This design comes from an exercise in tuning for small area, a short achievable clock period and few clock cycles per item on the open sky130 flow, not from production work. In this exercise RTL edits were held to simulation tests only and were not proved equivalent to the original.

## the previous run
// INV
module INV #(
    parameter DATA_W    = 32,
    parameter INT_BITS  = 8,
    parameter FRAC_BITS = 24,
    parameter N_ITER    = 3
)(
    input  wire                 clk,
    input  wire                 rstn,
    input  wire                 start,
    input  wire [DATA_W-1:0]    dd,      
    output wire [DATA_W-1:0]    q,       
    output reg                  done
);
    localparam [31:0] TWO = 32'h0200_0000;
    reg [2:0]  ph;      
    reg [31:0] x;       
    reg [31:0] a;       
    reg [15:0] b_one, b_two, b_neg;    
    reg        tstep;   
    wire [31:0] nb   = (ph == 3'd0) | (ph == 3'd2) ? dd : x;
    wire        nneg = (ph == 3'd0) | (ph == 3'd2);
    wire [32:0] nbw  = {nb, 1'b0};
    wire [15:0] e_one, e_two, e_neg;
    genvar k;
    generate for (k = 0; k < 16; k = k + 1) begin : enc
        assign e_one[k] = nbw[2*k+1] ^ nbw[2*k];
        assign e_two[k] = (nbw[2*k+2] & ~nbw[2*k+1] & ~nbw[2*k]) |
                          (~nbw[2*k+2] & nbw[2*k+1] & nbw[2*k]);
        assign e_neg[k] = nbw[2*k+2] ^ nneg;
    end endgenerate
    wire m1 = ((b_one[0] & a[0]) | (b_two[0] & 1'b0)) ^ b_neg[0];
    wire m2 = ((b_one[0] & a[1]) | (b_two[0] & a[0])) ^ b_neg[0];
    wire m3 = ((b_one[0] & a[2]) | (b_two[0] & a[1])) ^ b_neg[0];
    wire m4 = ((b_one[0] & a[3]) | (b_two[0] & a[2])) ^ b_neg[0];
    wire m5 = ((b_one[0] & a[4]) | (b_two[0] & a[3])) ^ b_neg[0];
    wire m6 = ((b_one[0] & a[5]) | (b_two[0] & a[4])) ^ b_neg[0];
    wire m7 = ((b_one[0] & a[6]) | (b_two[0] & a[5])) ^ b_neg[0];
    wire m8 = ((b_one[0] & a[7]) | (b_two[0] & a[6])) ^ b_neg[0];
    wire m9 = ((b_one[0] & a[8]) | (b_two[0] & a[7])) ^ b_neg[0];
    wire m10 = ((b_one[0] & a[9]) | (b_two[0] & a[8])) ^ b_neg[0];
    wire m11 = ((b_one[0] & a[10]) | (b_two[0] & a[9])) ^ b_neg[0];
    wire m12 = ((b_one[0] & a[11]) | (b_two[0] & a[10])) ^ b_neg[0];
    wire m13 = ((b_one[0] & a[12]) | (b_two[0] & a[11])) ^ b_neg[0];
    wire m14 = ((b_one[0] & a[13]) | (b_two[0] & a[12])) ^ b_neg[0];
    wire m15 = ((b_one[0] & a[14]) | (b_two[0] & a[13])) ^ b_neg[0];
    wire m16 = ((b_one[0] & a[15]) | (b_two[0] & a[14])) ^ b_neg[0];
    wire m17 = ((b_one[0] & a[16]) | (b_two[0] & a[15])) ^ b_neg[0];
  ...
export LEC_CHECK = 0
export ABC_AREA = 1
export CAP_MARGIN = 20
export CORE_MARGIN = 2
export CORE_UTILIZATION = 40
export SETUP_SLACK_MARGIN = 5
export SLEW_MARGIN = 20
export SYNTH_HIERARCHICAL = 1
export SYNTH_MINIMUM_KEEP_SIZE = 0
create_clock -name core_clock -period 12.0 [get_ports {clk}]
run.sh (not shown) runs the stock make flow with config.mk's settings and CLKGATE_MAP_FILE= SYNTH_SCRIPT=/design/flow/synth_recipe.tcl, a recipe that flattens the netlist after the stock synthesis.
Testbench counts of the previous run, summed over its fixed seeds: cycles 9,600, items 1,600.
Here is what was changed in the inputs of the current run compared with the previous run.
--- a/flow/design.v
+++ b/flow/design.v
@@ -9,18 +9,19 @@
     input  wire                 start,
     input  wire [DATA_W-1:0]    dd,      
     output wire [DATA_W-1:0]    q,       
     output reg                  done
 );
     localparam [31:0] TWO = 32'h0200_0000;
+    localparam [31:0] ONE = 32'h0100_0000;
     reg [2:0]  ph;      
-    reg [31:0] x;       
     reg [31:0] a;       
     reg [15:0] b_one, b_two, b_neg;    
     reg        tstep;   
-    wire [31:0] nb   = (ph == 3'd0) | (ph == 3'd2) ? dd : x;
+    wire [31:0] nb   = (ph == 3'd0) | (ph == 3'd2) ? dd :
+                       (ph == 3'd4) | (ph == 3'd5) ? ONE : a;
     wire        nneg = (ph == 3'd0) | (ph == 3'd2);
     wire [32:0] nbw  = {nb, 1'b0};
     wire [15:0] e_one, e_two, e_neg;
     genvar k;
     generate for (k = 0; k < 16; k = k + 1) begin : enc
         assign e_one[k] = nbw[2*k+1] ^ nbw[2*k];
@@ -1537,13 +1538,13 @@
     wire m1507, m1508;
     FA u_m1507 (.a(m1284), .b(m1395), .c(m1394), .s(m1507), .co(m1508));
     wire [55:0] s0 = {m1507, m1505, m1503, m1501, m1499, m1497, m1495, m1493, m1491, m1489, m1487, m1485, m1483, m1481, m1479, m1477, m1475, m1473, m1471, m1469, m1467, m1465, m1463, m1461, m1459, m1457, m1455, m1453, m1451, m1449, m1447, m1445, m1443, m1441, m1439, m1437, m1435, m1433, m1431, m1429, m1427, m1425, m1423, m1421, m1419, m1417, m1415, m1413, m1411, m1409, m1407, m1405, m1403, m1401, m1399, tstep};
     wire [55:0] s1 = {m1506, m1504, m1502, m1500, m1498, m1496, m1494, m1492, m1490, m1488, m1486, m1484, m1482, m1480, m1478, m1476, m1474, m1472, m1470, m1468, m1466, m1464, m1462, m1460, m1458, m1456, m1454, m1452, m1450, m1448, m1446, m1444, m1442, m1440, m1438, m1436, m1434, m1432, m1430, m1428, m1426, m1424, m1422, m1420, m1418, m1416, m1414, m1412, m1410, m1408, m1406, m1404, m1402, m1400, m1398, m1397};
     wire [55:0] p  = s0 + s1;
     wire [31:0] r  = p[55:24];
-    assign q = x;
+    assign q = a;
     always @(posedge clk or negedge rstn) begin
         if (!rstn) begin
             ph   <= 3'd0;
             done <= 1'b0;
         end else begin
             case (ph)
@@ -1557,17 +1558,12 @@
     always @(posedge clk) begin
         b_one <= e_one;
         b_two <= e_two;
         b_neg <= e_neg;
         tstep <= nneg;
         a     <= (ph == 3'd0) ? TWO - dd : r;
-        case (ph)
-            3'd0: x <= TWO - dd;
-            3'd2, 3'd4: x <= r;
-            default: ;
-        endcase
     end
 endmodule
 module FA (input a, input b, input c, output s, output co);
     assign s  = a ^ b ^ c;
     assign co = (a & b) | (a & c) | (b & c);
 endmodule
Compared to the previous run, the router laid down more metal wire for the current run. Summary — part of the cycle the worst path needs, the current run relative to the previous run: lower, by 0.35 points. The total clock sinks of the current run falls short of that of the previous run by 32. The die used by the current run is smaller than the one used by the previous run. The current run against the previous run: number of non-clock buffers dropped 3; horizontal die dimension dropped about 2.3%; final standard cell count with taps included and fillers excluded shows a reduction of 5.1%. Between the previous run and the current run, the flow reports vertical die dimension decreasing by a few percent. Compare the previous run and the current run | count of mapped cells out of synthesis higher: the previous run. On the current run: sequential cell count is about 27% lower than what the previous run gave.
Testbench counts of the current run, summed over its fixed seeds: cycles 9,600, items 1,600.

[what the ideal ports hide]
No port has a modelled driver above. Below, the same layouts with a new extraction and two added sets of constraints. Step 1 assumes that a clkbuf_16 drives the clock port and a buf_2 every other input. Step 2, shift: input delay + t, output delay - t, t = (earliest + latest rising clock arrival at the registers) / 2. This alone moves slack from input paths to output paths. Slacks: ideal / step 1 / step 2; pairs: ideal / step 1.
run	shift t [ns]	slack for setup (ns)	hold slack, ns	slew at the worst register clock pin (ns)	cell pins on the clock port's net
the previous run	0.490	5.189 / 5.189 / 5.189	0.506 / 0.506 / 0.506	0.06 / 0.06	1
the current run	0.409	5.231 / 5.231 / 5.231	0.517 / 0.517 / 0.517	0.08 / 0.08	1
After both steps every run listed still meets setup and hold.
